Background: an optimization exercise with open tools, aiming at a short achievable clock period and few clock cycles. Do not read the settings as production practice.
Function was checked by simulation only, so behaviour that the tests miss may differ from the original.
Power and IR drop assume default switching activity.

==> flow/design.v, too long to show whole: its modules and the start of the top module <==
// module add12: 16 lines
// module mulsel: 21 lines
// module mulsum: 14 lines
// module boothpp: 26 lines
// module boothsum: 14 lines
// module ALU: 25 lines
// module Bus: 35 lines
// module Register: 17 lines
// module incRegister: 18 lines
// module isZeroReg: 20 lines
// module ControlUnit: 597 lines
// module Processor: 111 lines
// module MultiCore: 440 lines
module MultiCore #(
    parameter CORE_COUNT = 3,
    parameter MEM_WIDTH = 12,
    parameter INS_WIDTH = 8,
    parameter MEM_ADDR = 11,
    parameter INS_ADDR = 8
)
(
    input clock,reset,start,
    input [MEM_WIDTH*CORE_COUNT-1:0] ProcessorDataIn,
    input [INS_WIDTH-1:0] InsMemOut,
    output [MEM_WIDTH*CORE_COUNT-1:0] ProcessorDataOut,
    output [INS_ADDR-1:0] InsAddr,
    output [MEM_ADDR-1:0] MemAddr,
    output DataMemoryWriteEnable, ready, done
);
  // ...
==> flow/run.sh <==
#!/bin/bash
# synth_recipe.tcl (not shown) runs the flow's synth.tcl, then flattens the netlist and writes it again
# the make line also repeats each setting of config.mk as NAME=value (left out here)
make -C /OpenROAD-flow-scripts/flow DESIGN_CONFIG=/design/flow/config.mk WORK_HOME=/design/flow/orfs CLKGATE_MAP_FILE= SYNTH_SCRIPT=/design/flow/synth_recipe.tcl finish
==> flow/config.mk <==
export PLATFORM = sky130hd
export DESIGN_NAME = MultiCore
export DESIGN_NICKNAME = MultiCore
export VERILOG_FILES = /design/flow/design.v
export SDC_FILE = /design/flow/constraint.sdc
export NUM_CORES = 4
export LEC_CHECK = 0
export CAP_MARGIN = 20
export CORE_MARGIN = 2
export CORE_UTILIZATION = 30
export PLACE_DENSITY = 0.45
export SETUP_SLACK_MARGIN = 5
export SLEW_MARGIN = 20
==> flow/constraint.sdc <==
create_clock -name core_clock -period 9.0 [get_ports {clock}]
set_input_delay 1.8000 -clock core_clock [delete_from_list [all_inputs] [get_ports {clock}]]
set_output_delay 1.8000 -clock core_clock [all_outputs]
set_load 0.01 [all_outputs]
==> qor.log, run 1 <==
[min_path] Worst Hold Launch GslowL
[synthesis] compound-gate portion of the synthesized area 16.0%
[sta] final slew viol count 0
[setup_path] CP peak stage delay 700 ps
[power] Sw Share 31.3%
[layout] Seq area share 32.6%
[layout] Clock Network Area Fraction 5.05%
[setup_path] Worst R2R Start PC[1]
[synthesis] Synthesized Nets 15900
[sta] final count of negative-setup-slack endpoints 0
[cts] CTS tree built
[layout] multi-input combinational cell count 11300
[sta] setup TNS 0 ps
[setup_path] logic depth of the worst path, buffers included 14
[synthesis] fraction of registers with async set or reset after synthesis 0%
[status] outcome finished clean
[floorplan] area of the die 0.580 mm2
[synthesis] leading post-synthesis cells by instance count edfxtp_1 (1804), nor2_1 (1660), mux4_2 (1564)
[setup_path] worst-path fanout max 6
[layout] count of flip-flops and latches 2570
[cts] cts repair resizes 1506
[layout] count of non-CTS inverters in the layout 347
[synthesis] warning count from the yosys run 4
[setup_path] launching element type of the critical path register
[placed_design] routability congestion estimate 1.06
[grt] number of global-route vias before repair 147000
[power] relative contribution of sequential cells to total power 39.7%
[setup_path] cell family contributing the most delay on the critical path multiplexers
[drt] post-route met1 wirelength 357 mm
[layout] fraction of final layout cells with drive strength greater than 1 31.5%
[drt] number of nets with antenna violations after detailed routing 0
[layout] Buffers excl. clock 1601
[sta] clock period minus worst slack 4850 ps
[layout] final non-filler cell area 0.214 mm2
[grt] GRT met2 Usage 44.7%
[synthesis] leading cell types by total area after synthesis edfxtp_1 (31%), mux4_2 (20%), dfxtp_1 (8.9%)
[setup_path] critical path, cell by cell buf_16 -> buf_4 -> buf_16 -> mux4_2 -> mux4_2 -> mux4_2 -> o21bai_4 -> a21oi_4 -> inv_4 -> o211a_4 -> buf_12 -> a22o_1 -> or4_4 -> a22o_1
[setup_path] type of element capturing the critical path register
[power] cell-internal power 23.3 mW
[layout] Area growth, synth to finish 24.3%
[cts] count of hold buffers inserted by post-cts repair 0
[synthesis] mux contribution to synthesized area 22.7%
[layout] number of nets in the layout 16600
[synthesis] dominant combinational cell family by area after synthesis multiplexers
Testbench counts, summed over its fixed seeds: cycles 20,810.
==> module MultiCore, before the edit <==
module MultiCore #(
    parameter CORE_COUNT = 3,
    parameter MEM_WIDTH = 12,
    parameter INS_WIDTH = 8,
    parameter MEM_ADDR = 11,
    parameter INS_ADDR = 8
)
(
    input clock,reset,start,
    input [MEM_WIDTH*CORE_COUNT-1:0] ProcessorDataIn,
    input [INS_WIDTH-1:0] InsMemOut,
    output [MEM_WIDTH*CORE_COUNT-1:0] ProcessorDataOut,
    output [INS_ADDR-1:0] InsAddr,
    output [MEM_ADDR-1:0] MemAddr,
    output DataMemoryWriteEnable, ready, done
);
localparam [7:0]
    NOP = 8'h00, ENDOP = 8'h01, CLAC = 8'h02, LDIAC = 8'h03, LDAC = 8'h04,
    STR = 8'h05, STIR = 8'h06, JUMP = 8'h07, JMPNZ = 8'h08, JMPZ = 8'h09,
    MUL = 8'h0a, ADD = 8'h0b, SUB = 8'h0c, INCAC = 8'h0d,
    MV_RL_AC = 8'h1f, MV_RP_AC = 8'h2f, MV_RQ_AC = 8'h3f, MV_RC_AC = 8'h4f,
    MV_R_AC = 8'h5f, MV_R1_AC = 8'h6f, MV_AC_RP = 8'h7f, MV_AC_RQ = 8'h8f,
    MV_AC_RL = 8'h9f;
function is2 (input [7:0] o); is2 = (o == LDIAC) | (o == STIR) | (o == JUMP) | (o == JMPNZ) | (o == JMPZ); endfunction
function isW (input [7:0] o); isW = (o == MV_RL_AC) | (o == MV_RP_AC) | (o == MV_RQ_AC) | (o == MV_RC_AC) | (o == MV_R_AC) | (o == MV_R1_AC); endfunction
function isA (input [7:0] o); isA = (o == CLAC) | (o == MV_AC_RP) | (o == MV_AC_RQ) | (o == MV_AC_RL); endfunction
function isF (input [7:0] o); isF = (o == MUL) | (o == ADD) | (o == SUB) | (o == INCAC); endfunction
function isL (input [7:0] o); isL = (o == LDIAC) | (o == LDAC); endfunction
function isS (input [7:0] o); isS = (o == STR) | (o == STIR); endfunction
function isCB(input [7:0] o); isCB = (o == JMPNZ) | (o == JMPZ); endfunction
function isN (input [7:0] o); isN = ~(is2(o) | isW(o) | isA(o) | isF(o) | isL(o) | isS(o) | (o == ENDOP)); endfunction
function slowL(input [7:0] o); slowL = (o == ADD) | (o == SUB) | (o == INCAC) | (o == LDAC) | (o == STR) | isCB(o); endfunction
function slowM(input [7:0] o); slowM = slowL(o) | (o == MUL); endfunction
function wconf(input [7:0] a, input [7:0] b);
    case (a)
        MV_RL_AC: wconf = (b == MV_AC_RL) | (b == MV_RL_AC);
        MV_RP_AC: wconf = (b == MUL) | (b == MV_AC_RP) | (b == MV_RP_AC);
        MV_RQ_AC: wconf = (b == MUL) | (b == MV_AC_RQ) | (b == MV_RQ_AC);
        MV_RC_AC: wconf = (b == MUL) | (b == SUB) | (b == MV_RC_AC);
        MV_R_AC:  wconf = (b == ADD) | (b == STR) | (b == STIR) | (b == MV_R_AC);
        default:  wconf = (b == MUL) | (b == MV_R1_AC);
    endcase
endfunction
function triple(input [7:0] a, input [7:0] b, input [7:0] c);
    triple = ~is2(a) & ~isL(a) & ~isS(a) & isA(b) & pairable(a, b) &
             ((c == LDAC) | ((c == STR) & (a != MV_R_AC)));
endfunction
function quad(input [7:0] a, input [7:0] b, input [7:0] c, input [7:0] d);
    quad = ~is2(a) & (isW(a) | isN(a)) & isA(b) & pairable(a, b) &
           ((c == ADD) | (c == SUB) | (c == INCAC)) & ~wconf(a, c) & isCB(d);
endfunction
function pairable(input [7:0] a, input [7:0] b);
    if (b == JUMP) pairable = ~((a == ENDOP) | isCB(a) | (a == JUMP));
    else if ((a == ENDOP) | isCB(a) | (a == JUMP) | isL(a)) pairable = 1'b0;
    else if (isW(a)) pairable = ~wconf(a, b);
    else if (isA(a)) pairable = (b != MUL);
    else if (isS(a)) pairable = ~(isL(b) | isS(b));
    else if (a == MUL) pairable = (b == ADD) | isN(b) | (b == STIR) | (b == ENDOP);
    else if (isF(a)) pairable = isN(b) | isW(b) | (b == ENDOP) | (b == STIR) | (b == LDIAC) | isA(b) | isCB(b);
    else pairable = 1'b1;    
endfunction
reg run, rdy, dn;
reg LP;               
reg zv;               
reg [7:0] icd [0:63];
reg [1:0] ict [0:63];
reg [63:0] icv;       
reg [63:0] icl;       
reg [63:0] icj;       
reg [63:0] icc;       
reg [63:0] icp;       
reg [63:0] ipl3, ipl4;    
reg [63:0] isj, isc;      
reg [63:0] icq, ics;  
reg [63:0] icr;       
reg [63:0] df1, df2, df3, df4, df5, db0, db1, db3, dbj;
reg uQv, uQval, uPv, uPval, uPl, uPj, uPc, uPg, uRv, uRval, uTv, uTq, uTs, uCv;
reg [5:0] uQi, uPi, uRi, uCi;
reg [7:0] hA1, hA2, hA3, hA4, hB1, hB2, hB3, hB4;    
reg hv1, hv2, hv3, hv4;
reg [7:0] FP;         
reg [7:0] FA1;        
reg fv1;
reg [7:0] PC;
reg [7:0] P1, P2, P3, P4;     
reg [1:0] bht [0:15];
reg [3:0] lcnt [0:15];    
reg [3:0] ltrip [0:15];   
reg [15:0] ltv;           
reg [15:0] ptk;           
reg G0v, G1v;
reg GslowL, GslowM, Gmul, Gst, GsK, GsAC, GsRP, GsRQ, GsRL;
reg [7:0] Gk;
reg [5:0] X0W, X1W;           
reg [2:0] X0S, X1S;           
reg X0A, X1A, X0F, X1F, XMAC, XF1, XFA, XADD, XSUB, XINC;
reg XQ;                       
reg aF, aRP, aRQ, aRL, aN;    
reg oAC, oRP, oRQ, oRL;       
reg [5:0] wS0, wF, wA;        
reg Xld, Xend, Xr1, Xzv;
reg Xbr, Xbnz, Xbp;           
reg [7:0] Xtgt, Xft;         
reg [3:0] Xbpc;
reg [7:0] XZ;                 
wire [7:0] p1 = P1, p2 = P2, p3 = P3, p4 = P4, p5 = PC + 8'd5;
wire [7:0] p6 = PC + 8'd6, p7 = PC + 8'd7, p8 = PC + 8'd8, p9 = PC + 8'd9;
wire [5:0] i0 = PC[5:0], i1 = p1[5:0], i2 = p2[5:0], i3 = p3[5:0];
wire [5:0] i4 = p4[5:0];
wire [7:0] a_w0 = icd[i0], a_w1 = icd[i1], a_w2 = icd[i2], a_w3 = icd[i3], a_w4 = icd[i4];
wire v4 = icv[i4] & (ict[i4] == p4[7:6]);
wire v0 = icv[i0] & (ict[i0] == PC[7:6]);
wire v1 = icv[i1] & (ict[i1] == p1[7:6]);
wire v2 = icv[i2] & (ict[i2] == p2[7:6]);
wire v3 = icv[i3] & (ict[i3] == p3[7:6]);
wire a_l0 = icl[i0];
wire bh1 = ptk[p1[3:0]], bh2 = ptk[p2[3:0]];    
wire a_pair = icp[i0];                       
wire a_tq = icq[i0], a_ts = ics[i0];           
wire a_qd = icr[i0];                         
wire f1 = df1[i0], f2 = df2[i0], f3 = df3[i0], f4 = df4[i0], f5 = df5[i0];
wire b0 = db0[i0], b1 = db1[i0], b3 = db3[i0], bj = dbj[i0];
wire taken = bj | (b0 & ptk[PC[3:0]]) | (b1 & (a_l0 ? bh2 : bh1)) | (b3 & ptk[p3[3:0]]);
wire a_pred0 = b0 & taken, a_pred1 = b1 & taken, a_pred3 = b3 & taken;
wire a_issue = v0 & (v1 | f1) & (v2 | f1 | f2) & (v3 | ~(f4 | f5)) & (v4 | ~f5);
wire [7:0] a_k1 = a_l0 ? a_w3 : a_w2;
wire ngw1 = taken & b0, ngk1 = taken & b1, ngw4 = taken & b3;
wire ngp1 = ~taken & f1, ngp2 = ~taken & f2, ngp3 = ~taken & f3, ngp4 = ~taken & f4, ngp5 = ~taken & f5;
function [7:0] ngd(input [7:0] q1, input [7:0] q2, input [7:0] q3, input [7:0] q4,
                   input [7:0] q5, input [7:0] x1, input [7:0] x4, input [7:0] xk);
    ngd = ({8{ngw1}} & x1) | ({8{ngp1}} & q1) | ({8{ngp2}} & q2) | ({8{ngp3}} & q3) |
          ({8{ngp4}} & q4) | ({8{ngp5}} & q5) | ({8{ngw4}} & x4) | ({8{ngk1}} & xk);
endfunction
wire [7:0] ng  = ngd(p1, p2, p3, p4, p5, a_w1, a_w4, a_k1);
wire [7:0] ng1 = ngd(p2, p3, p4, p5, p6, a_w1 + 8'd1, a_w4 + 8'd1, a_k1 + 8'd1);
wire [7:0] ng2 = ngd(p3, p4, p5, p6, p7, a_w1 + 8'd2, a_w4 + 8'd2, a_k1 + 8'd2);
wire [7:0] ng3 = ngd(p4, p5, p6, p7, p8, a_w1 + 8'd3, a_w4 + 8'd3, a_k1 + 8'd3);
wire [7:0] ng4 = ngd(p5, p6, p7, p8, p9, a_w1 + 8'd4, a_w4 + 8'd4, a_k1 + 8'd4);
reg Dv;
reg [7:0] Dw0, Dw1, Dw2, Dw3, Dw4, DPC;
reg Dl0, Dpair, Dtq, Dts, Dqd, Dp0, Dp1, Dp3;
wire [7:0] w0 = Dw0, w1 = Dw1, w2 = Dw2, w3 = Dw3, w4 = Dw4;
wire l0 = Dl0, pair = Dpair, tq = Dtq, ts = Dts, trip = Dtq | Dts, qd = Dqd;
wire pred0 = Dp0, pred1 = Dp1, pred3 = Dp3;
wire [7:0] k1 = l0 ? w3 : w2;
wire [7:0] dp1 = DPC + 8'd1, dp2 = DPC + 8'd2, dp3 = DPC + 8'd3, dp4 = DPC + 8'd4, dp5 = DPC + 8'd5;
wire [7:0] pc1 = l0 ? dp2 : dp1;
wire [7:0] pc1n = l0 ? dp4 : dp3;           
wire fm1 = pair & ((l0 ? isL(w2) : isL(w1)) | (l0 ? isS(w2) : isS(w1)));      
wire fsK = fm1 ? (l0 ? ((w2 == LDIAC) | (w2 == STIR)) : ((w1 == LDIAC) | (w1 == STIR))) :
                  ((w0 == LDIAC) | (w0 == STIR));
wire fa0 = fm1 & isA(w0);
wire fslowL = slowL(w0) | (pair & ~isA(w0) & (w0 != MUL) & (l0 ? slowL(w2) : slowL(w1)));
wire fslowM = slowM(w0) | (pair & ~isA(w0) & (w0 != MUL) & (l0 ? slowM(w2) : slowM(w1)));
wire fmul = (w0 == MUL) | (pair & (l0 ? (w2 == MUL) : (w1 == MUL)));
wire fst = isS(w0) | (pair & (l0 ? isS(w2) : isS(w1))) | ts;
function [5:0] wsel(input [7:0] o);
    wsel = {o == MV_RL_AC, o == MV_R_AC, o == MV_R1_AC, o == MV_RC_AC, o == MV_RP_AC, o == MV_RQ_AC};
endfunction
function [2:0] ssel(input [7:0] o);
    ssel = {o == MV_AC_RP, o == MV_AC_RQ, o == MV_AC_RL};
endfunction
wire s1 = pair;                           
wire fmac = s1 & (w0 == MUL) & (l0 ? (w2 == ADD) : (w1 == ADD));
wire ff1 = s1 & (l0 ? isF(w2) : isF(w1));
wire fbr1 = s1 & (l0 ? isCB(w2) : isCB(w1));
wire fx1A = s1 & (l0 ? isA(w2) : isA(w1));
wire fx1F = s1 & (l0 ? isF(w2) : isF(w1)) & (l0 ? (w2 != MUL) : (w1 != MUL)) & ~fmac;
wire fx0A = isA(w0);
wire fx0F = isF(w0) & (w0 != MUL);
wire faF = qd | fx1F | (fx0F & ~fx1A);
wire faS1 = fx1A & ~qd;
wire faS0 = fx0A & ~fx1A & ~fx1F & ~qd;
wire ffa = ff1 & isA(w0);
wire [5:0] fwv1 = {6{s1}} & (l0 ? wsel(w2) : wsel(w1));
wire [5:0] fwv0 = wsel(w0) & ~fwv1;
reg [7:0] fZ;
always @(*) begin
    fZ = 8'b00000001;
    if (fbr1) case (w0)
        CLAC: fZ = 8'b00000010;
        MV_AC_RP: fZ = 8'b00000100;
        MV_AC_RQ: fZ = 8'b00001000;
        MV_AC_RL: fZ = 8'b00010000;
        ADD: fZ = 8'b00100000;
        SUB: fZ = 8'b01000000;
        INCAC: fZ = 8'b10000000;
        default: fZ = 8'b00000001;
    endcase
end
wire fresh = fv1 & ~(hv1 & (FA1 == hA1));
wire heldF = icv[FA1[5:0]] & (ict[FA1[5:0]] == FA1[7:6]);
wire held2 = icv[hA2[5:0]] & (ict[hA2[5:0]] == hA2[7:6]);
wire held3 = icv[hA3[5:0]] & (ict[hA3[5:0]] == hA3[7:6]);
wire held4 = icv[hA4[5:0]] & (ict[hA4[5:0]] == hA4[7:6]);
wire miss = run & ~(v0 & v1 & v2 & v3);
wire [7:0] M = ~v0 ? PC : ~v1 ? p1 : ~v2 ? p2 : p3;
reg missq;
reg [7:0] Mq, FA2;
reg fv2;
wire redirect_fp = missq & ~(fv1 & (FA1 == Mq)) & ~(fv2 & (FA2 == Mq)) & (FP != Mq);
wire [7:0] fdist = FP - PC;
wire fp_adv = redirect_fp | (fdist < 8'd16);
wire g0 = run & G0v;
wire g1 = run & G1v;
wire a0A = X0A;
reg macp;             
wire hazard = run & G0v & ((LP & GslowL) | (macp & GslowM));
wire ex = run & ~hazard;
wire e0 = ex & G0v;
wire e1 = ex & G1v;
wire [11:0] AC0, RP0, RQ0, RL0, R0, RC0, AA0;
wire Zbase = zv & (AC0 == 12'd0);
wire Zb = (XZ[0] & Zbase) | XZ[1] | (XZ[2] & (RP0 == 12'd0)) | (XZ[3] & (RQ0 == 12'd0)) |
          (XZ[4] & (RL0 == 12'd0)) | (XZ[5] & ((AA0 ^ R0) == {AA0[10:0] | R0[10:0], 1'b0})) |
          (XZ[6] & (AA0 == RC0)) | (XZ[7] & (AA0 == 12'hfff));
wire bex = e0 & Xbr;
wire bact = Xbnz ? ~Zb : Zb;
wire bpred = Xbp;
wire mis = bex & (bact != bpred);
wire [7:0] balt = Xbp ? Xft : Xtgt;
wire [3:0] bpc = Xbpc;
wire [1:0] obht = bht[bpc];
wire [3:0] ocnt = lcnt[bpc];
wire [1:0] nbht = bact ? ((obht == 2'b11) ? 2'b11 : obht + 2'd1) : ((obht == 2'b00) ? 2'b00 : obht - 2'd1);
wire [3:0] ncnt = bact ? ((ocnt == 4'hf) ? 4'hf : ocnt + 4'd1) : 4'd0;
wire [3:0] ntrip = bact ? ltrip[bpc] : ocnt;
wire ntv = bact ? (ltv[bpc] & (ocnt != 4'hf)) : (ocnt != 4'hf);
wire endx = e0 & Xend;
wire ldx = e0 & Xld;
wire stx = run & G0v & Gst & ~hazard;
reg WEq;
wire we_next = run & ~endx & ~mis &
               (hazard ? (G0v & Gst) :
                         (Dv & fst & ~(ldx & fslowL) & ~(e0 & Gmul & fslowM)));
wire mac = XMAC;
wire fa = XFA;                                
integer bi;
always @(posedge clock) begin
    if (reset) begin
        run <= 1'b0; rdy <= 1'b1; dn <= 1'b0; LP <= 1'b0; WEq <= 1'b0; zv <= 1'b0; macp <= 1'b0;
        icv <= 64'd0; icp <= 64'd0; icq <= 64'd0; ics <= 64'd0; icr <= 64'd0; hv4 <= 1'b0; hv1 <= 1'b0; hv2 <= 1'b0; hv3 <= 1'b0;
        uQv <= 1'b0; uPv <= 1'b0; uRv <= 1'b0; uTv <= 1'b0; uCv <= 1'b0; FP <= 8'd0; FA1 <= 8'd0; fv1 <= 1'b0; missq <= 1'b0; Mq <= 8'd0; FA2 <= 8'd0; fv2 <= 1'b0;
        PC <= 8'd0; P1 <= 8'd1; P2 <= 8'd2; P3 <= 8'd3; P4 <= 8'd4;
        G0v <= 1'b0; G1v <= 1'b0; Dv <= 1'b0;
        GslowL <= 1'b0; GslowM <= 1'b0; Gmul <= 1'b0; Gst <= 1'b0; GsK <= 1'b0; GsAC <= 1'b0; GsRP <= 1'b0;
        GsRQ <= 1'b0; GsRL <= 1'b0; Gk <= 8'd0; 
        for (bi = 0; bi < 16; bi = bi + 1) begin bht[bi] <= 2'b10; lcnt[bi] <= 4'd0; ltrip[bi] <= 4'd0; end
        ltv <= 16'd0; ptk <= 16'hffff;
    end else begin
        if (fv1) begin
            icd[FA1[5:0]] <= InsMemOut; ict[FA1[5:0]] <= FA1[7:6]; icv[FA1[5:0]] <= 1'b1;
            icl[FA1[5:0]] <= is2(InsMemOut); icj[FA1[5:0]] <= (InsMemOut == JUMP); icc[FA1[5:0]] <= isCB(InsMemOut);
        end
        if (fresh) begin
            hA1 <= FA1; hB1 <= InsMemOut; hA2 <= hA1; hB2 <= hB1; hA3 <= hA2; hB3 <= hB2; hA4 <= hA3; hB4 <= hB3;
            hv1 <= 1'b1; hv2 <= hv1; hv3 <= hv2; hv4 <= hv3;
        end
        uQv <= hv1 & hv2 & hv3 & hv4 & (hA2 == hA1 - 8'd1) & (hA3 == hA1 - 8'd2) & (hA4 == hA1 - 8'd3) & held4;
        uQi <= hA4[5:0]; uQval <= quad(hB4, hB3, hB2, hB1);
        uPv <= hv1 & hv2 & (hA2 == hA1 - 8'd1) & ~is2(hB2) & held2;
        uPi <= hA2[5:0]; uPval <= pairable(hB2, hB1); uPl <= is2(hB1);
        uPj <= (hB1 == JUMP); uPc <= isCB(hB1);
        uPg <= ~(icq[hA2[5:0]] | ics[hA2[5:0]] | icr[hA2[5:0]]);
        uRv <= hv1 & hv2 & hv3 & (hA2 == hA1 - 8'd1) & (hA3 == hA1 - 8'd2) & is2(hB3) & held3;
        uTv <= hv1 & hv2 & hv3 & (hA2 == hA1 - 8'd1) & (hA3 == hA1 - 8'd2) & held3;
        uRi <= hA3[5:0]; uRval <= pairable(hB3, hB1);
        uTq <= triple(hB3, hB2, hB1) & (hB1 == LDAC); uTs <= triple(hB3, hB2, hB1) & (hB1 == STR);
        uCv <= fv1 & ~heldF; uCi <= FA1[5:0];
        if (uQv & ~(uCv & (uCi == uQi))) begin
            icr[uQi] <= uQval;
            if (uQval) begin
                df1[uQi] <= 1'b0; df2[uQi] <= 1'b0; df3[uQi] <= 1'b0; df4[uQi] <= 1'b0; df5[uQi] <= 1'b1;
                db0[uQi] <= 1'b0; db1[uQi] <= 1'b0; db3[uQi] <= 1'b1; dbj[uQi] <= 1'b0;
            end
        end
        if (uPv & ~(uCv & (uCi == uPi))) begin
            icp[uPi] <= uPval;
            ipl3[uPi] <= uPl; ipl4[uPi] <= 1'b0;
            isj[uPi] <= uPj; isc[uPi] <= uPc;
            if (uPval & uPg) begin
                df1[uPi] <= 1'b0; df2[uPi] <= ~uPl; df3[uPi] <= uPl; df4[uPi] <= 1'b0; df5[uPi] <= 1'b0;
                db0[uPi] <= 1'b0; db1[uPi] <= uPj | uPc; db3[uPi] <= 1'b0; dbj[uPi] <= uPj;
            end
        end
        if (uRv & ~(uCv & (uCi == uRi))) begin
            icp[uRi] <= uRval;
            ipl3[uRi] <= ~uPl; ipl4[uRi] <= uPl;
            isj[uRi] <= uPj; isc[uRi] <= uPc;
            if (uRval) begin
                df1[uRi] <= 1'b0; df2[uRi] <= 1'b0; df3[uRi] <= ~uPl; df4[uRi] <= uPl; df5[uRi] <= 1'b0;
                db0[uRi] <= 1'b0; db1[uRi] <= uPj | uPc; db3[uRi] <= 1'b0; dbj[uRi] <= uPj;
            end
        end
        if (uTv & ~(uCv & (uCi == uRi))) begin
            icq[uRi] <= uTq; ics[uRi] <= uTs;
            if (uTq | uTs) begin
                df1[uRi] <= 1'b0; df2[uRi] <= 1'b0; df3[uRi] <= 1'b1; df4[uRi] <= 1'b0; df5[uRi] <= 1'b0;
                db0[uRi] <= 1'b0; db1[uRi] <= 1'b0; db3[uRi] <= 1'b0; dbj[uRi] <= 1'b0;
            end
        end
        if (fv1 & ~heldF) begin
            icp[FA1[5:0]] <= 1'b0; icq[FA1[5:0]] <= 1'b0; ics[FA1[5:0]] <= 1'b0; icr[FA1[5:0]] <= 1'b0;
            df1[FA1[5:0]] <= ~is2(InsMemOut); df2[FA1[5:0]] <= is2(InsMemOut); df3[FA1[5:0]] <= 1'b0;
            df4[FA1[5:0]] <= 1'b0; df5[FA1[5:0]] <= 1'b0;
            db0[FA1[5:0]] <= (InsMemOut == JUMP) | isCB(InsMemOut); db1[FA1[5:0]] <= 1'b0;
            db3[FA1[5:0]] <= 1'b0; dbj[FA1[5:0]] <= (InsMemOut == JUMP);
        end
        FA1 <= FP;
        fv1 <= 1'b1;
        if (fp_adv) FP <= redirect_fp ? Mq : FP + 8'd1;
        missq <= miss; Mq <= M; FA2 <= FA1; fv2 <= fv1;
        if (rdy & start) begin rdy <= 1'b0; run <= 1'b1; end
        if (endx) begin run <= 1'b0; dn <= 1'b1; end
        LP <= ldx;
        WEq <= we_next;
        macp <= e0 & Gmul;
        if (LP | (e0 & Xzv)) zv <= 1'b1;
        if (bex) begin
            bht[bpc] <= nbht;
            lcnt[bpc] <= ncnt;
            ltrip[bpc] <= ntrip;
            ltv[bpc] <= ntv;
            ptk[bpc] <= nbht[1] & ~(ntv & (ncnt == ntrip));
        end
        if (run) begin
            if (mis) begin
                PC <= balt; P1 <= balt + 8'd1; P2 <= balt + 8'd2; P3 <= balt + 8'd3; P4 <= balt + 8'd4;
                G0v <= 1'b0; G1v <= 1'b0; Dv <= 1'b0;
            end else if (!hazard) begin
                G0v <= Dv & ~endx;
                G1v <= Dv & pair & ~pred0 & ~endx;
                Dv <= a_issue & ~endx;
                if (a_issue) begin PC <= ng; P1 <= ng1; P2 <= ng2; P3 <= ng3; P4 <= ng4; end
            end
            if (!hazard) begin
                Dw0 <= a_w0; Dw1 <= a_w1; Dw2 <= a_w2; Dw3 <= a_w3; Dw4 <= a_w4; DPC <= PC;
                Dl0 <= a_l0; Dpair <= a_pair; Dtq <= a_tq; Dts <= a_ts; Dqd <= a_qd;
                Dp0 <= a_pred0; Dp1 <= a_pred1; Dp3 <= a_pred3;
                GslowL <= fslowL; GslowM <= fslowM; Gmul <= fmul; Gst <= fst;
                GsK <= fsK & ~trip; GsAC <= ~fsK & ~fa0 & ~trip;
                GsRP <= trip ? (l0 ? (w2 == MV_AC_RP) : (w1 == MV_AC_RP)) : (~fsK & fa0 & (w0 == MV_AC_RP));
                GsRQ <= trip ? (l0 ? (w2 == MV_AC_RQ) : (w1 == MV_AC_RQ)) : (~fsK & fa0 & (w0 == MV_AC_RQ));
                GsRL <= trip ? (l0 ? (w2 == MV_AC_RL) : (w1 == MV_AC_RL)) : (~fsK & fa0 & (w0 == MV_AC_RL));
                Gk <= fm1 ? k1 : w1;
                X0W <= wsel(w0); X1W <= (l0 ? wsel(w2) : wsel(w1)); X0S <= ssel(w0); X1S <= (l0 ? ssel(w2) : ssel(w1));
                X0A <= isA(w0); X1A <= (l0 ? isA(w2) : isA(w1));
                X0F <= isF(w0) & (w0 != MUL); X1F <= (l0 ? isF(w2) : isF(w1)) & (l0 ? (w2 != MUL) : (w1 != MUL)) & ~fmac;
                XMAC <= fmac; XF1 <= ff1; XFA <= ff1 & isA(w0); XQ <= qd;
                aF <= faF;
                aRP <= (faS1 & (l0 ? (w2 == MV_AC_RP) : (w1 == MV_AC_RP))) | (faS0 & (w0 == MV_AC_RP));
                aRQ <= (faS1 & (l0 ? (w2 == MV_AC_RQ) : (w1 == MV_AC_RQ))) | (faS0 & (w0 == MV_AC_RQ));
                aRL <= (faS1 & (l0 ? (w2 == MV_AC_RL) : (w1 == MV_AC_RL))) | (faS0 & (w0 == MV_AC_RL));
                aN <= ~(faF | faS1 | faS0);
                oAC <= ~ffa & ~qd;
                oRP <= (ffa & (w0 == MV_AC_RP)) | (qd & (l0 ? (w2 == MV_AC_RP) : (w1 == MV_AC_RP)));
                oRQ <= (ffa & (w0 == MV_AC_RQ)) | (qd & (l0 ? (w2 == MV_AC_RQ) : (w1 == MV_AC_RQ)));
                oRL <= (ffa & (w0 == MV_AC_RL)) | (qd & (l0 ? (w2 == MV_AC_RL) : (w1 == MV_AC_RL)));
                wS0 <= fwv1 & {6{fx0A}};
                wF <= fwv1 & {6{fx0F}};
                wA <= (fwv1 & {6{~fx0A & ~fx0F}}) | fwv0;
                XADD <= qd ? (w2 == ADD) : ff1 ? (l0 ? (w2 == ADD) : (w1 == ADD)) : (w0 == ADD);
                XSUB <= qd ? (w2 == SUB) : ff1 ? (l0 ? (w2 == SUB) : (w1 == SUB)) : (w0 == SUB);
                XINC <= qd ? (w2 == INCAC) : ff1 ? (l0 ? (w2 == INCAC) : (w1 == INCAC)) : (w0 == INCAC);
                Xld <= isL(w0) | (s1 & (l0 ? isL(w2) : isL(w1))) | tq;
                Xend <= (w0 == ENDOP) | (s1 & (l0 ? (w2 == ENDOP) : (w1 == ENDOP)));
                Xr1 <= (w0 == MV_R1_AC) | (s1 & (l0 ? (w2 == MV_R1_AC) : (w1 == MV_R1_AC)));
                Xzv <= isA(w0) | isF(w0) | (s1 & ((l0 ? isA(w2) : isA(w1)) | (l0 ? isF(w2) : isF(w1))));
                Xbr <= isCB(w0) | fbr1 | qd;
                Xbnz <= qd ? (w3 == JMPNZ) : fbr1 ? (l0 ? (w2 == JMPNZ) : (w1 == JMPNZ)) : (w0 == JMPNZ);
                Xbp <= qd ? pred3 : fbr1 ? pred1 : pred0;
                Xtgt <= qd ? w4 : fbr1 ? k1 : w1;
                Xft <= qd ? dp5 : fbr1 ? pc1n : dp2;
                Xbpc <= qd ? dp3[3:0] : fbr1 ? pc1[3:0] : DPC[3:0];
                XZ <= qd ? ((w2 == ADD) ? 8'b00100000 : (w2 == SUB) ? 8'b01000000 : 8'b10000000) : fZ;
            end
        end
    end
end
genvar i;
generate
    for (i = 0; i < CORE_COUNT; i = i + 1) begin : lane
        reg [11:0] AC, R, RL, RC, RP, RQ, R1;
        wire [11:0] DI = ProcessorDataIn[12*i +: 12];
        wire [11:0] macres;
        wire [11:0] ACc = ({12{LP}} & DI) | ({12{macp & ~LP}} & macres) | ({12{~LP & ~macp}} & AC);
        wire [11:0] src0 = ({12{X0S[2]}} & RP) | ({12{X0S[1]}} & RQ) | ({12{X0S[0]}} & RL);
        wire [11:0] aa = ({12{oAC}} & AC) | ({12{oRP}} & RP) | ({12{oRQ}} & RQ) | ({12{oRL}} & RL);
        wire [11:0] sum, dif, inc;
        wire [11:0] t0n, t1n, t2n, t3n, tnn;
        reg [11:0] T0, T1, T2, T3, TN, TC;
        wire [11:0] ACm = LP ? DI : AC;
        boothpp ms (.a(ACm), .b(R1), .q0(t0n), .q1(t1n), .q2(t2n), .q3(t3n), .qn(tnn));
        boothsum mm (.q0(T0), .q1(T1), .q2(T2), .q3(T3), .qn(TN), .c(TC), .p(macres));
        add12 aa_ (.a(aa), .b(R), .cin(1'b0), .s(sum));
        add12 as_ (.a(aa), .b(~RC), .cin(1'b1), .s(dif));
        add12 ai_ (.a(aa), .b(12'd0), .cin(1'b1), .s(inc));
        wire [11:0] fres = ({12{XADD}} & sum) | ({12{XSUB}} & dif) | ({12{XINC}} & inc);
        wire incr = e0 & Gmul;
        wire [11:0] acn = ({12{e0 & aF}} & fres) | ({12{e0 & aRP}} & RP) | ({12{e0 & aRQ}} & RQ) |
                          ({12{e0 & aRL}} & RL) | ({12{~e0 | aN}} & ACc);
        function [11:0] wn(input [11:0] x, input s0, input f, input a, input inc1);
            wn = ({12{e0 & s0}} & src0) | ({12{e0 & f}} & fres) | ({12{e0 & a}} & ACc) |
                 ({12{inc1 & ~(e0 & (s0 | f | a))}} & (x + 12'd1)) |
                 ({12{~(e0 & (s0 | f | a)) & ~inc1}} & x);
        endfunction
        always @(posedge clock) begin
            if (incr) begin
                T0 <= t0n; T1 <= t1n; T2 <= t2n; T3 <= t3n; TN <= tnn; TC <= mac ? R : 12'd0;
            end
            if (reset) begin
                AC <= 12'd0; R <= 12'd0; RL <= 12'd0; RC <= 12'd0;
                RP <= 12'd0; RQ <= 12'd0; R1 <= 12'd0;
            end else begin
                AC <= acn;
                RL <= wn(RL, wS0[5], wF[5], wA[5], 1'b0);
                R  <= wn(R,  wS0[4], wF[4], wA[4], 1'b0);
                R1 <= wn(R1, wS0[3], wF[3], wA[3], 1'b0);
                RC <= wn(RC, wS0[2], wF[2], wA[2], incr);
                RP <= wn(RP, wS0[1], wF[1], wA[1], incr);
                RQ <= wn(RQ, wS0[0], wF[0], wA[0], incr);
            end
        end
        assign ProcessorDataOut[12*i +: 12] = R;
    end
endgenerate
assign AC0 = lane[0].AC;
assign RP0 = lane[0].RP;
assign RQ0 = lane[0].RQ;
assign RL0 = lane[0].RL;
assign R0 = lane[0].R;
assign RC0 = lane[0].RC;
assign AA0 = lane[0].aa;
assign MemAddr = ({11{GsK}} & {3'd0, Gk}) | ({11{GsAC}} & AC0[10:0]) | ({11{GsRP}} & RP0[10:0]) |
                 ({11{GsRQ}} & RQ0[10:0]) | ({11{GsRL}} & RL0[10:0]);
assign DataMemoryWriteEnable = WEq;
assign InsAddr = FP;
assign ready = rdy;
assign done = dn;
endmodule
==> run 2, diff against run 1 <==
--- a/flow/design.v
+++ b/flow/design.v
@@ -945,4 +945,4 @@
 function isN (input [7:0] o); isN = ~(is2(o) | isW(o) | isA(o) | isF(o) | isL(o) | isS(o) | (o == ENDOP)); endfunction
-function slowL(input [7:0] o); slowL = (o == ADD) | (o == SUB) | (o == INCAC) | (o == LDAC) | (o == STR) | isCB(o); endfunction
-function slowM(input [7:0] o); slowM = slowL(o) | (o == MUL); endfunction
+function slowL(input [7:0] o); slowL = (o == ADD) | (o == SUB) | (o == LDAC) | (o == STR) | isCB(o); endfunction
+function slowM(input [7:0] o); slowM = slowL(o) | (o == INCAC) | (o == MUL); endfunction
 function wconf(input [7:0] a, input [7:0] b);
@@ -998,3 +998,4 @@
 reg [7:0] PC;
-reg [7:0] P1, P2, P3, P4;     
+reg [7:0] P1, P2, P3, P4;
+reg [5:0] PCa, PCb;     
 reg [1:0] bht [0:15];
@@ -1023,5 +1024,6 @@
 wire [5:0] i4 = p4[5:0];
-wire [7:0] a_w0 = icd[i0], a_w1 = icd[i1], a_w2 = icd[i2], a_w3 = icd[i3], a_w4 = icd[i4];
+wire [5:0] ia = PCa ^ 6'h2a, ib = PCb ^ 6'h15;
+wire [7:0] a_w0 = icd[ib], a_w1 = icd[i1], a_w2 = icd[i2], a_w3 = icd[i3], a_w4 = icd[i4];
 wire v4 = icv[i4] & (ict[i4] == p4[7:6]);
-wire v0 = icv[i0] & (ict[i0] == PC[7:6]);
+wire v0 = icv[ia] & (ict[ia] == PC[7:6]);
 wire v1 = icv[i1] & (ict[i1] == p1[7:6]);
@@ -1029,9 +1031,9 @@
 wire v3 = icv[i3] & (ict[i3] == p3[7:6]);
-wire a_l0 = icl[i0];
+wire a_l0 = icl[ia];
 wire bh1 = ptk[p1[3:0]], bh2 = ptk[p2[3:0]];    
-wire a_pair = icp[i0];                       
-wire a_tq = icq[i0], a_ts = ics[i0];           
-wire a_qd = icr[i0];                         
-wire f1 = df1[i0], f2 = df2[i0], f3 = df3[i0], f4 = df4[i0], f5 = df5[i0];
-wire b0 = db0[i0], b1 = db1[i0], b3 = db3[i0], bj = dbj[i0];
+wire a_pair = icp[ib];                       
+wire a_tq = icq[ib], a_ts = ics[ib];           
+wire a_qd = icr[ib];                         
+wire f1 = df1[ia], f2 = df2[ia], f3 = df3[ia], f4 = df4[ia], f5 = df5[ia];
+wire b0 = db0[ia], b1 = db1[ia], b3 = db3[ia], bj = dbj[ia];
 wire taken = bj | (b0 & ptk[PC[3:0]]) | (b1 & (a_l0 ? bh2 : bh1)) | (b3 & ptk[p3[3:0]]);
@@ -1044,4 +1046,8 @@
                    input [7:0] q5, input [7:0] x1, input [7:0] x4, input [7:0] xk);
-    ngd = ({8{ngw1}} & x1) | ({8{ngp1}} & q1) | ({8{ngp2}} & q2) | ({8{ngp3}} & q3) |
-          ({8{ngp4}} & q4) | ({8{ngp5}} & q5) | ({8{ngw4}} & x4) | ({8{ngk1}} & xk);
+    reg [7:0] ft, tg;
+    begin
+        ft = ({8{f1}} & q1) | ({8{f2}} & q2) | ({8{f3}} & q3) | ({8{f4}} & q4) | ({8{f5}} & q5);
+        tg = ({8{b0}} & x1) | ({8{b1}} & xk) | ({8{b3}} & x4);
+        ngd = taken ? tg : ft;
+    end
 endfunction
@@ -1125,3 +1131,3 @@
 wire e1 = ex & G1v;
-wire [11:0] AC0, RP0, RQ0, RL0, R0, RC0, AA0;
+wire [11:0] AC0, RP0, RQ0, RL0, R0, RC0, AA0, AI0;
 wire Zbase = zv & (AC0 == 12'd0);
@@ -1136,8 +1142,10 @@
 wire [3:0] bpc = Xbpc;
-wire [1:0] obht = bht[bpc];
-wire [3:0] ocnt = lcnt[bpc];
-wire [1:0] nbht = bact ? ((obht == 2'b11) ? 2'b11 : obht + 2'd1) : ((obht == 2'b00) ? 2'b00 : obht - 2'd1);
-wire [3:0] ncnt = bact ? ((ocnt == 4'hf) ? 4'hf : ocnt + 4'd1) : 4'd0;
-wire [3:0] ntrip = bact ? ltrip[bpc] : ocnt;
-wire ntv = bact ? (ltv[bpc] & (ocnt != 4'hf)) : (ocnt != 4'hf);
+reg ubex, ubact;
+reg [3:0] ubpc;
+wire [1:0] obht = bht[ubpc];
+wire [3:0] ocnt = lcnt[ubpc];
+wire [1:0] nbht = ubact ? ((obht == 2'b11) ? 2'b11 : obht + 2'd1) : ((obht == 2'b00) ? 2'b00 : obht - 2'd1);
+wire [3:0] ncnt = ubact ? ((ocnt == 4'hf) ? 4'hf : ocnt + 4'd1) : 4'd0;
+wire [3:0] ntrip = ubact ? ltrip[ubpc] : ocnt;
+wire ntv = ubact ? (ltv[ubpc] & (ocnt != 4'hf)) : (ocnt != 4'hf);
 wire endx = e0 & Xend;
@@ -1157,3 +1165,3 @@
         uQv <= 1'b0; uPv <= 1'b0; uRv <= 1'b0; uTv <= 1'b0; uCv <= 1'b0; FP <= 8'd0; FA1 <= 8'd0; fv1 <= 1'b0; missq <= 1'b0; Mq <= 8'd0; FA2 <= 8'd0; fv2 <= 1'b0;
-        PC <= 8'd0; P1 <= 8'd1; P2 <= 8'd2; P3 <= 8'd3; P4 <= 8'd4;
+        PC <= 8'd0; PCa <= 6'h2a; PCb <= 6'h15; P1 <= 8'd1; P2 <= 8'd2; P3 <= 8'd3; P4 <= 8'd4;
         G0v <= 1'b0; G1v <= 1'b0; Dv <= 1'b0;
@@ -1162,3 +1170,3 @@
         for (bi = 0; bi < 16; bi = bi + 1) begin bht[bi] <= 2'b10; lcnt[bi] <= 4'd0; ltrip[bi] <= 4'd0; end
-        ltv <= 16'd0; ptk <= 16'hffff;
+        ltv <= 16'd0; ptk <= 16'hffff; ubex <= 1'b0;
     end else begin
@@ -1232,8 +1240,9 @@
         if (LP | (e0 & Xzv)) zv <= 1'b1;
-        if (bex) begin
-            bht[bpc] <= nbht;
-            lcnt[bpc] <= ncnt;
-            ltrip[bpc] <= ntrip;
-            ltv[bpc] <= ntv;
-            ptk[bpc] <= nbht[1] & ~(ntv & (ncnt == ntrip));
+        ubex <= bex; ubact <= bact; ubpc <= bpc;
+        if (ubex) begin
+            bht[ubpc] <= nbht;
+            lcnt[ubpc] <= ncnt;
+            ltrip[ubpc] <= ntrip;
+            ltv[ubpc] <= ntv;
+            ptk[ubpc] <= nbht[1] & ~(ntv & (ncnt == ntrip));
         end
@@ -1241,3 +1250,3 @@
             if (mis) begin
-                PC <= balt; P1 <= balt + 8'd1; P2 <= balt + 8'd2; P3 <= balt + 8'd3; P4 <= balt + 8'd4;
+                PC <= balt; PCa <= balt[5:0] ^ 6'h2a; PCb <= balt[5:0] ^ 6'h15; P1 <= balt + 8'd1; P2 <= balt + 8'd2; P3 <= balt + 8'd3; P4 <= balt + 8'd4;
                 G0v <= 1'b0; G1v <= 1'b0; Dv <= 1'b0;
@@ -1247,3 +1256,3 @@
                 Dv <= a_issue & ~endx;
-                if (a_issue) begin PC <= ng; P1 <= ng1; P2 <= ng2; P3 <= ng3; P4 <= ng4; end
+                if (a_issue) begin PC <= ng; PCa <= ng[5:0] ^ 6'h2a; PCb <= ng[5:0] ^ 6'h15; P1 <= ng1; P2 <= ng2; P3 <= ng3; P4 <= ng4; end
             end
@@ -1302,2 +1311,4 @@
         wire [11:0] aa = ({12{oAC}} & AC) | ({12{oRP}} & RP) | ({12{oRQ}} & RQ) | ({12{oRL}} & RL);
+        wire [11:0] ACm = LP ? DI : AC;
+        wire [11:0] ai = ({12{oAC}} & ACm) | ({12{oRP}} & RP) | ({12{oRQ}} & RQ) | ({12{oRL}} & RL);
         wire [11:0] sum, dif, inc;
@@ -1305,3 +1316,2 @@
         reg [11:0] T0, T1, T2, T3, TN, TC;
-        wire [11:0] ACm = LP ? DI : AC;
         boothpp ms (.a(ACm), .b(R1), .q0(t0n), .q1(t1n), .q2(t2n), .q3(t3n), .qn(tnn));
@@ -1310,3 +1320,3 @@
         add12 as_ (.a(aa), .b(~RC), .cin(1'b1), .s(dif));
-        add12 ai_ (.a(aa), .b(12'd0), .cin(1'b1), .s(inc));
+        add12 ai_ (.a(ai), .b(12'd0), .cin(1'b1), .s(inc));
         wire [11:0] fres = ({12{XADD}} & sum) | ({12{XSUB}} & dif) | ({12{XINC}} & inc);
@@ -1347,2 +1357,3 @@
 assign AA0 = lane[0].aa;
+assign AI0 = lane[0].ai;
 assign MemAddr = ({11{GsK}} & {3'd0, Gk}) | ({11{GsAC}} & AC0[10:0]) | ({11{GsRP}} & RP0[10:0]) |
==> run 2 against run 1 <==
- clock skew is 26 ps lower
- worst hold slack worse by 8.3 ps
- core utilization is 0.69 points lower
- sequential cell count is 6 higher
- first-iteration DRC count is 5.4% lower
- design area is 1.7% lower
- non-clock buffer count is 147 lower
- clock power hardly changed
- sequential share of layout area is 0.64 points higher
- global-route usage is 0.74 points lower
- synthesized cell count is 0.65% higher
- synthesized area is 0.35% higher
==> qor.log, run 2 <==
[setup_path] classification of the worst setup path register to register [unchanged]
[min_path] Hold WC Path Type register to register [unchanged]
[drt] Post-route DRC 0 [unchanged]
[drt] final wirelength 935 mm [was 960 mm]
[placed_design] hpwl dp 640 mm [about the same]
[sta] clock period minus worst slack 4710 ps [was 4850 ps]
[grt] met3 layer usage reported by global route 11.4% [was 12.1%]
[placed_design] I/O Buffers 104 [unchanged]
[floorplan] area of the die 0.582 mm2 [was 0.580 mm2]
[cts] clock sink count 2576 [was 2570]
[drt] detailed-route via count 159000 [was 161000]
[floorplan] die extent in y 763 um [was 761 um]
[floorplan] Initial Util 30.1% [about the same]
[sta] final count of negative-setup-slack endpoints 0 [unchanged]
[drt] per-cell routed wire length 38.9 um [was 39.9 um]
[sta] setup repair after global routing missed its margin true [unchanged]
[placed_design] worst slack after detailed placement 2670 ps [was 2230 ps]
[grt] M1 GR Usage 40.1% [was 40.8%]
[synthesis] leading post-synthesis cells by instance count edfxtp_1 (1809), nor2_1 (1785), mux4_2 (1563) [was edfxtp_1 (1804), nor2_1 (1660), mux4_2 (1564)]
[synthesis] leading cell types by total area after synthesis edfxtp_1 (31%), mux4_2 (20%), dfxtp_1 (8.9%) [unchanged]
[sta] tightest slew margin relative to the limit 9.01% [was 5.52%]
[setup_path] logic depth of the worst path, buffers included 13 [was 14]
[power] Leak Pwr 70.5 nW [was 70.7 nW]
[cts] CTS tree built [unchanged]
[cts] Clock Latency Late Sink 1070 ps [was 1120 ps]
[placed_design] routability congestion estimate 1.03 [was 1.06]
[grt] Global Route Usage Sum 30.7% [was 31.4%]
[layout] most common cell after layout, fill and taps aside edfxtp_1 [unchanged]
[layout] Area growth, synth to finish 21.7% [was 24.3%]
[synthesis] Top FF cell, synth edfxtp_1 [unchanged]
[sta] final critical-path setup slack 4290 ps [was 4150 ps]
[floorplan] core region area 0.573 mm2 [about the same]
[synthesis] most frequent cell after synthesis edfxtp_1 [unchanged]
[sta] final critical-path share of the clock period 52.3% [was 53.9%]
[drt] vias per cell 6.62 [was 6.68]
[cts] count of hold buffers inserted by post-cts repair 0 [unchanged]
[layout] count of non-filler cells in the finished layout 24000 [was 24100]
[grt] overflow left after global routing 0 [unchanged]
[setup_path] critical path, cell by cell buf_4 -> nor2_1 -> a22oi_1 -> nand3b_1 -> a21oi_4 -> a221oi_1 -> xor2_1 -> a211o_1 -> or4_4 -> buf_6 -> nor3_4 -> a32o_2 -> a221o_1 [was buf_16 -> buf_4 -> buf_16 -> mux4_2 -> mux4_2 -> mux4_2 -> o21bai_4 -> a21oi_4 -> inv_4 -> o211a_4 -> buf_12 -> a22o_1 -> or4_4 -> a22o_1]
[grt] GRT met2 Usage 44.3% [was 44.7%]
[cts] htree depth 5 [unchanged]
[sta] final slew viol count 0 [unchanged]
[synthesis] Synthesized Nets 16000 [was 15900]
[setup_path] CP peak stage delay 820 ps [was 700 ps]
[layout] commonest cells after routing, fill and taps aside edfxtp_1 (1809), nor2_1 (1594), mux4_2 (1563) [was edfxtp_1 (1804), mux4_2 (1564), nor2_1 (1441)]
[grt] antenna violations before repair 66 [was 92]
[setup_path] Buf+Inv Stages, Crit Path 2 [was 5]
[power] Pwr Density 156 mW/mm2 [was 159 mW/mm2]
[drt] number of search-and-repair iterations in the first detailed-routing pass 15 [was 11]
[synthesis] post-synthesis cell type with the largest combined area edfxtp_1 [unchanged]
[drt] First DRT Iteration DRCs 26300 [was 27800]
[setup_path] cell family contributing the most delay on the critical path simple AND/OR/NAND/NOR gates [was multiplexers]
[grt] number of global-route vias before repair 147000 [about the same]
[grt] maximum number of pins on one net before global-route repair 145 [was 160]
[synthesis] total standard cell area after synthesis 0.173 mm2 [was 0.172 mm2]
[sta] setup TNS 0 ps [unchanged]
[layout] fraction of final layout cells with drive strength greater than 1 29.4% [was 31.5%]
[layout] number of nets in the layout 16500 [was 16600]
[setup_path] type of element capturing the critical path register [unchanged]
[flow_run] max-capacitance violation count 0 [unchanged]
[setup_path] launching element type of the critical path register [unchanged]
[setup_path] reg2reg path depth 13 [was 14]
[placed_design] count of placed standard cells including taps 22700 [was 22500]
[sta] Tightest Pin Transition 1360 ps [was 1410 ps]
[cts] post-CTS clock slew at the launch and capture registers of the worst setup and hold paths 60 ps [about the same]
[sta] highest attainable clock frequency 213 MHz [was 206 MHz]
[synthesis] fraction of synthesized cell area taken by the top area cell type 31.4% [was 31.5%]
[drt] number of nets with antenna violations after detailed routing 0 [unchanged]
[cts] clock root buffer clkbuf_16 [unchanged]
[setup_path] slowest library cell on the worst path nor2_1 [was mux4_2]
[grt] layer carrying the most global-route usage met2 [unchanged]
[synthesis] count of unique library cells instantiated by Yosys 95 [was 97]
[synthesis] number of synthesized register bits 2576 [was 2570]
[synthesis] Mapped Avg Cell Area 11.1 um2 [about the same]
[sta] final clock skew 122 ps [was 147 ps]
[status] outcome finished clean [unchanged]
[cts] CTS Buf Count 325 [unchanged]
[setup_path] arrival time of data at the critical path endpoint 5580 ps [was 5750 ps]
[floorplan] row cnt 278 [unchanged]
[cts] maximum buffer depth of the clock tree 4 [unchanged]
[setup_path] CP Data Required Time 9870 ps [was 9900 ps]
[layout] max reg flops 512 [unchanged]
[grt] first-pass GRT wire length 1260 mm [was 1280 mm]
[synthesis] number of instances in the synthesized netlist 15600 [was 15500]
[setup_path] worst-path fanout max 26 [was 6]
[power] maximum VDD drop 0.142 mV [was 0.164 mV]
[floorplan] I/O pins 105 [unchanged]
[synthesis] warning count from the yosys run 4 [unchanged]
[min_path] worst hold path cell count 0 [was 2]
[sta] count of endpoints failing hold in the final timing report 0 [unchanged]
[synthesis] Post-synth EDFFs 1809 [was 1804]
[synthesis] fraction of registers with async set or reset after synthesis 0% [unchanged]
[synthesis] share of the yosys chip area belonging to registers 40.3% [was 40.4%]
[floorplan] Horiz. Die Dim 763 um [was 761 um]
==> run 2: changes by cell type after synthesis, moves of 37 or more <==
cell,change
nor2_1,+125
nand3_1,-42
a31oi_1,+42
nor2b_1,+37
a222oi_1,+60
nand2_1,+52
a21oi_1,-76
==> run 2: cell type report <==
| class | instances | area (um2) |
|---|---|---|
| clock inverter | 168 | 1690 |
| inverter | 343 | 1370 |
| timing repair buffer | 1454 | 15300 |
| clock buffer | 434 | 9080 |
| multi-input combinational | 11400 | 103000 |
| fill | 56200 | 363000 |
| tap | 7560 | 9460 |
| sequential | 2576 | 69900 |
| antenna | 44 | 110 |
==> run 2: path summary, 6_finish.rpt <==
check / slack, ps / from / to
max reg2reg: 4290 / PCa[2] / PCa[0]
min reg2reg: 450 / Xbpc[1] / ubpc[1]
max: 4290 / PCa[2] / PCa[0]
min: 450 / Xbpc[1] / ubpc[1]
==> run 2: per-layer routing <==
layer	vias to the layer above	wire length, um	part of all wire, %
li1	62800	-	-
met1	80900	352000	38
met2	12500	388000	42
met3	2649	131000	14
met4	34	62100	6.6
met5	-	995	0.11
==> run 2: per-stage QoR <==
stage / total power, mW / hold slack [ps] / util (%) / area [um2]
final: 32.9 / 450 / 36.7 / 210000
after global routing: 33.5 / 481 / 36.7 / 210000
after CTS: 32.3 / 459 / 35.7 / 205000
after detailed placement: 18.0 / 439 / 32.1 / 184000
after global placement: 18.0 / 441 / 32.1 / 184000
after floorplan: 15.9 / 406 / - / 173000
==> run 2: worst register-to-register path, cell delays in order, from the launching register on <==
cell and delay [ps]:
dfxtp_4 440, buf_4 350, nor2_1 820, a22oi_1 180
nand3b_1 230, a21oi_4 110, a221oi_1 280, xor2_1 110
a211o_1 420, or4_4 700, buf_6 170, nor3_4 210
a32o_2 280, a221o_1 240
==> run 2: where the power goes <==
group	total [mW]	internal, mW	switching, mW
logic	5.78	1.97	3.81
clock network	13.7	7.78	5.94
registers	13.4	13.0	0.367
total	32.9	22.8	10.1
==> run 2: what timing repair did <==
action	in CTS	in global routing
endpoints found under the setup margin	1778	1127
pin swaps	181	298
cloned	47	16
gates resized for setup	1202	786
setup buffers	406	209
==> run 2: kinds of logic after synthesis <==
logic type	count (synthesis)	share of synthesized area (%)
muxes	1926	22.5
DFF	2576	40.3
buffers and inverters	1597	3.71
AOI/OAI and AO/OA	3986	16.0
and+or+nand+nor	4682	12.1
adders and majority gates	345	2.89
xor gates and xnor gates	488	2.48
Testbench counts of run 2, summed over its fixed seeds: cycles 20,221.
==> run 3, diff against run 2 <==
--- a/flow/config.mk
+++ b/flow/config.mk
@@ -7,3 +7,3 @@
 export LEC_CHECK = 0
-export CAP_MARGIN = 20
+export CAP_MARGIN = 40
 export CORE_MARGIN = 2
@@ -12,2 +12,2 @@
 export SETUP_SLACK_MARGIN = 5
-export SLEW_MARGIN = 20
+export SLEW_MARGIN = 40
==> run 3 against run 2 <==
- routed wire length up 0.17%
- non-clock buffer count is 16 higher
- critical path depth is 1 higher
- still clean
- worst setup slack worse by 4.6 ps
- clock power barely moved
- clock skew fell by 46 ps
- largest cell class unchanged
- fmax about the same
==> qor.log, run 3 <==
[status] outcome finished clean [unchanged]
[sta] final clock skew 75.5 ps [was 122 ps]
[sta] clock period minus worst slack 4710 ps [about the same]
[drt] per-cell routed wire length 39.0 um [was 38.9 um]
[floorplan] Horiz. Die Dim 763 um [unchanged]
[synthesis] most frequent cell after synthesis edfxtp_1 [unchanged]
[setup_path] classification of the worst setup path register to register [unchanged]
[synthesis] Post-synth EDFFs 1809 [unchanged]
[cts] post-CTS clock slew at the launch and capture registers of the worst setup and hold paths 60 ps [about the same]
[grt] met3 layer usage reported by global route 11.9% [was 11.4%]
[synthesis] dominant combinational cell family by area after synthesis multiplexers [unchanged]
[synthesis] leading post-synthesis cells by instance count edfxtp_1 (1809), nor2_1 (1785), mux4_2 (1563) [unchanged]
[min_path] worst hold path cell count 0 [unchanged]
[setup_path] setup slack of the most critical reg-to-reg path 4290 ps [about the same]
[layout] most common cell after layout, fill and taps aside edfxtp_1 [unchanged]
[layout] max reg flops 512 [unchanged]
[sta] final critical-path share of the clock period 52.3% [about the same]
[cts] clock root buffer clkbuf_16 [unchanged]
[cts] Clock Latency Late Sink 1040 ps [was 1070 ps]
[power] Pwr Density 157 mW/mm2 [was 156 mW/mm2]
[synthesis] post-synthesis cell type with the largest combined area edfxtp_1 [unchanged]
[synthesis] warning count from the yosys run 4 [unchanged]
[power] maximum VDD drop 0.190 mV [was 0.142 mV]
[flow_run] max-capacitance violation count 0 [unchanged]
[grt] first-pass GRT wire length 1260 mm [about the same]
[sta] setup repair after global routing missed its margin true [unchanged]
[synthesis] share of the yosys chip area belonging to registers 40.3% [unchanged]
[layout] number of nets in the layout 16500 [about the same]
[placed_design] hpwl dp 641 mm [was 640 mm]
[cts] maximum buffer depth of the clock tree 4 [unchanged]
[synthesis] Top FF cell, synth edfxtp_1 [unchanged]
[placed_design] I/O Buffers 104 [unchanged]
[setup_path] worst-path fanout max 8 [was 26]
[sta] final slew viol count 0 [unchanged]
[drt] vias per cell 6.61 [was 6.62]
[setup_path] end of the worst register-to-register path PCa[0] [unchanged]
[layout] fill cell instance count of the final layout 56300 [was 56200]
[layout] Reg area 0.0699 mm2 [about the same]
[floorplan] I/O pins 105 [unchanged]
[setup_path] Worst R2R Start PCa[0] [was PCa[2]]
[synthesis] leading cell types by total area after synthesis edfxtp_1 (31%), mux4_2 (20%), dfxtp_1 (8.9%) [unchanged]
[setup_path] CP Data Required Time 9890 ps [was 9870 ps]
[setup_path] launching element type of the critical path register [unchanged]
[grt] Global Route Usage Sum 30.8% [was 30.7%]
[sta] highest attainable clock frequency 212 MHz [was 213 MHz]
[layout] Area growth, synth to finish 21.9% [was 21.7%]
[drt] Post-route DRC 0 [unchanged]
[synthesis] count of unique library cells instantiated by Yosys 95 [unchanged]
[setup_path] reg2reg path depth 14 [was 13]
[floorplan] Initial Util 30.1% [unchanged]
[synthesis] Mapped Avg Cell Area 11.1 um2 [unchanged]
[setup_path] timing startpoint of the critical path PCa[0] [was PCa[2]]
[layout] fraction of final layout cells with drive strength greater than 1 29.6% [was 29.4%]
[sta] count of endpoints failing hold in the final timing report 0 [unchanged]
[synthesis] compound-gate portion of the synthesized area 16.0% [unchanged]
[drt] First DRT Iteration DRCs 25800 [was 26300]
[floorplan] core region area 0.573 mm2 [unchanged]
[grt] antenna violations before repair 70 [was 66]
[drt] final wirelength 937 mm [was 935 mm]
[layout] final non-filler cell area 0.211 mm2 [was 0.210 mm2]
[min_path] Worst Hold Launch Xbpc[2] [was Xbpc[1]]
[floorplan] row cnt 278 [unchanged]
[power] Leak Pwr 70.6 nW [was 70.5 nW]
[placed_design] routability congestion estimate 1.03 [unchanged]
[setup_path] type of element capturing the critical path register [unchanged]
[grt] maximum number of pins on one net before global-route repair 145 [unchanged]
[cts] CTS Buf Count 326 [was 325]
[sta] tightest slew margin relative to the limit 32.1% [was 9.01%]
[grt] M1 GR Usage 39.9% [was 40.1%]
[grt] GRT met2 Usage 44.0% [was 44.3%]
[synthesis] Synthesized Nets 16000 [unchanged]
[drt] number of nets with antenna violations after detailed routing 0 [unchanged]
[layout] commonest cells after routing, fill and taps aside edfxtp_1 (1809), nor2_1 (1571), mux4_2 (1563) [was edfxtp_1 (1809), nor2_1 (1594), mux4_2 (1563)]
[layout] final core area utilization 36.7% [about the same]
[drt] detailed-route via count 159000 [about the same]
[synthesis] fraction of synthesized cell area taken by the top area cell type 31.4% [unchanged]
[synthesis] number of synthesized register bits 2576 [unchanged]
[drt] number of search-and-repair iterations in the first detailed-routing pass 14 [was 15]
[synthesis] basic-gate share of the synthesized area counting and, or, nand and nor cells 12.1% [unchanged]
[synthesis] number of instances in the synthesized netlist 15600 [unchanged]
[cts] clock sink count 2576 [unchanged]
[floorplan] die extent in y 763 um [unchanged]
[cts] count of hold buffers inserted by post-cts repair 0 [unchanged]
[sta] setup TNS 0 ps [unchanged]
[setup_path] arrival time of data at the critical path endpoint 5600 ps [was 5580 ps]
[synthesis] total standard cell area after synthesis 0.173 mm2 [unchanged]
[grt] overflow left after global routing 0 [unchanged]
[synthesis] mux contribution to synthesized area 22.5% [unchanged]
[cts] CTS tree built [unchanged]
[layout] Multi-input gate area 0.103 mm2 [about the same]
[min_path] Hold WC Path Type register to register [unchanged]
[synthesis] area share of xor/xnor cells in the synthesized design 2.48% [unchanged]
[grt] number of global-route vias before repair 148000 [was 147000]
[synthesis] fraction of registers with async set or reset after synthesis 0% [unchanged]
[sta] Tightest Pin Transition 1010 ps [was 1360 ps]
[cts] htree depth 5 [unchanged]
[floorplan] area of the die 0.582 mm2 [unchanged]
[synthesis] post-synthesis share of cell area spent on full adders, half adders and majority gates 2.89% [unchanged]
[min_path] terminating pin of the worst hold path ubpc[2] [was ubpc[1]]
[sta] final count of negative-setup-slack endpoints 0 [unchanged]
[grt] layer carrying the most global-route usage met2 [unchanged]
[placed_design] area post-placement 0.185 mm2 [was 0.184 mm2]
run 3: cell counts after synthesis:
No cell type changed its count.
run 3: critical path, stage by stage (launching register included):
cell and delay, ps:
dfxtp_4 450, buf_12 200, buf_16 170, mux4_2 670, mux4_2 510, a22o_4 290
a221o_4 440, buf_12 180, nor2_4 110, o21ai_4 80, or4_4 520, buf_6 160
nor3_4 220, a32o_2 290, a221o_1 240
run 3: worst max path at each step:
| stage | cells after the start | slack (ps) | end |
|---|---|---|---|
| after detailed placement | 12 | 2700 | PCa[0] |
| after global placement | 13 | 2230 | P4[6] |
| after CTS | 14 | 4460 | PCa[0] |
| after floorplan | 5 | 4330 | bht[10][0] |
| final | 14 | 4290 | PCa[0] |
| after global routing | 14 | 4360 | PCa[0] |
run 3: final cells by class:
cell class,instances,area share [%]
Clock buffer,423,4.33
Multi-Input combinational cell,11400,49.0
Clock inverter,175,0.891
Tap cell,7560,4.49
Antenna cell,55,0.0653
Timing Repair Buffer,1470,7.36
Sequential cell,2576,33.2
Inverter,343,0.658
run 3: stage by stage:
stage / total power [mW] / hold slack, ps / cells / worst slack [ps]
2_1_floorplan: 15.9 / 406 / 15600 / 4330
3_3_place_gp: 18.0 / 441 / 22700 / 2230
3_5_place_dp: 18.0 / 439 / 22700 / 2700
4_1_cts: 32.7 / 453 / 23800 / 4460
5_1_grt: 33.8 / 477 / 24000 / 4360
6_report: 33.1 / 449 / 24000 / 4290
run 3: power by group:
part | switching (mW) | internal, mW | total, mW
registers | 0.364 | 13.0 | 13.4
clock network | 5.95 | 8.02 | 14.0
logic | 3.81 | 1.98 | 5.79
run 3: per-layer routing:
layer / share of wire [%] / vias up
li1: - / 62900
met1: 38 / 80800
met2: 41 / 12600
met3: 14 / 2717
met4: 6.8 / 44
met5: 0.14 / -
run 3: logic make-up (layout without fill, tap and decap cells):
kind of cell	count (synthesis)	after routing
buffers and inverters	1597	2411
multiplexers	1926	1926
XOR/XNOR	488	488
flip-flops	2576	2576
other	0	55
adder cells (fa/ha/maj)	345	345
AO/OA/AOI/OAI	3986	3987
AND/OR/NAND/NOR	4682	4687
run 3: repair_timing:
| item | in CTS | in global routing |
|---|---|---|
| cloned | 57 | 10 |
| gates resized for setup | 1194 | 608 |
| pin swaps | 206 | 262 |
| setup endpoints to repair | 1621 | 1138 |
| buffers inserted | 409 | 185 |
| endpoints found under the hold margin | 0 | 0 |

[port drivers added, routing unchanged]
The results above use ideal ports. As a check the final layouts listed here were re-extracted and re-timed, cells and wires unchanged.
Step 1 (the two cells are an assumption about what drives the block):
set clk [get_ports {clock}]
set_driving_cell -lib_cell sky130_fd_sc_hd__clkbuf_16 $clk
set_driving_cell -lib_cell sky130_fd_sc_hd__buf_2 [delete_from_list [all_inputs] $clk]
Step 2 moves the port delays by t, midway between the first and last clock arrival at a register: inputs arrive t later, outputs are due t later. That takes back most of the time a late clock gives input paths.
a / b / c = no drivers / after step 1 / after step 2; a / b = the first two.
run | t (ns) | slack for setup (ns) | clock arrival spread, ns | worst data-port slew with drivers (ns)
run 1 | 1.160 | 4.151 / 4.151 / 3.804 | 0.166 / 0.166 | 0.10
run 2 | 1.130 | 4.295 / 4.295 / 3.925 | 0.133 / 0.132 | 0.12
run 3 | 1.126 | 4.290 / 4.290 / 3.901 | 0.075 / 0.076 | 0.11
After both steps setup and hold are still met in every run listed. For run 3, which loses most, drivers alone change the setup slack by 0.000 ns; drivers and shift together by -0.389 ns.
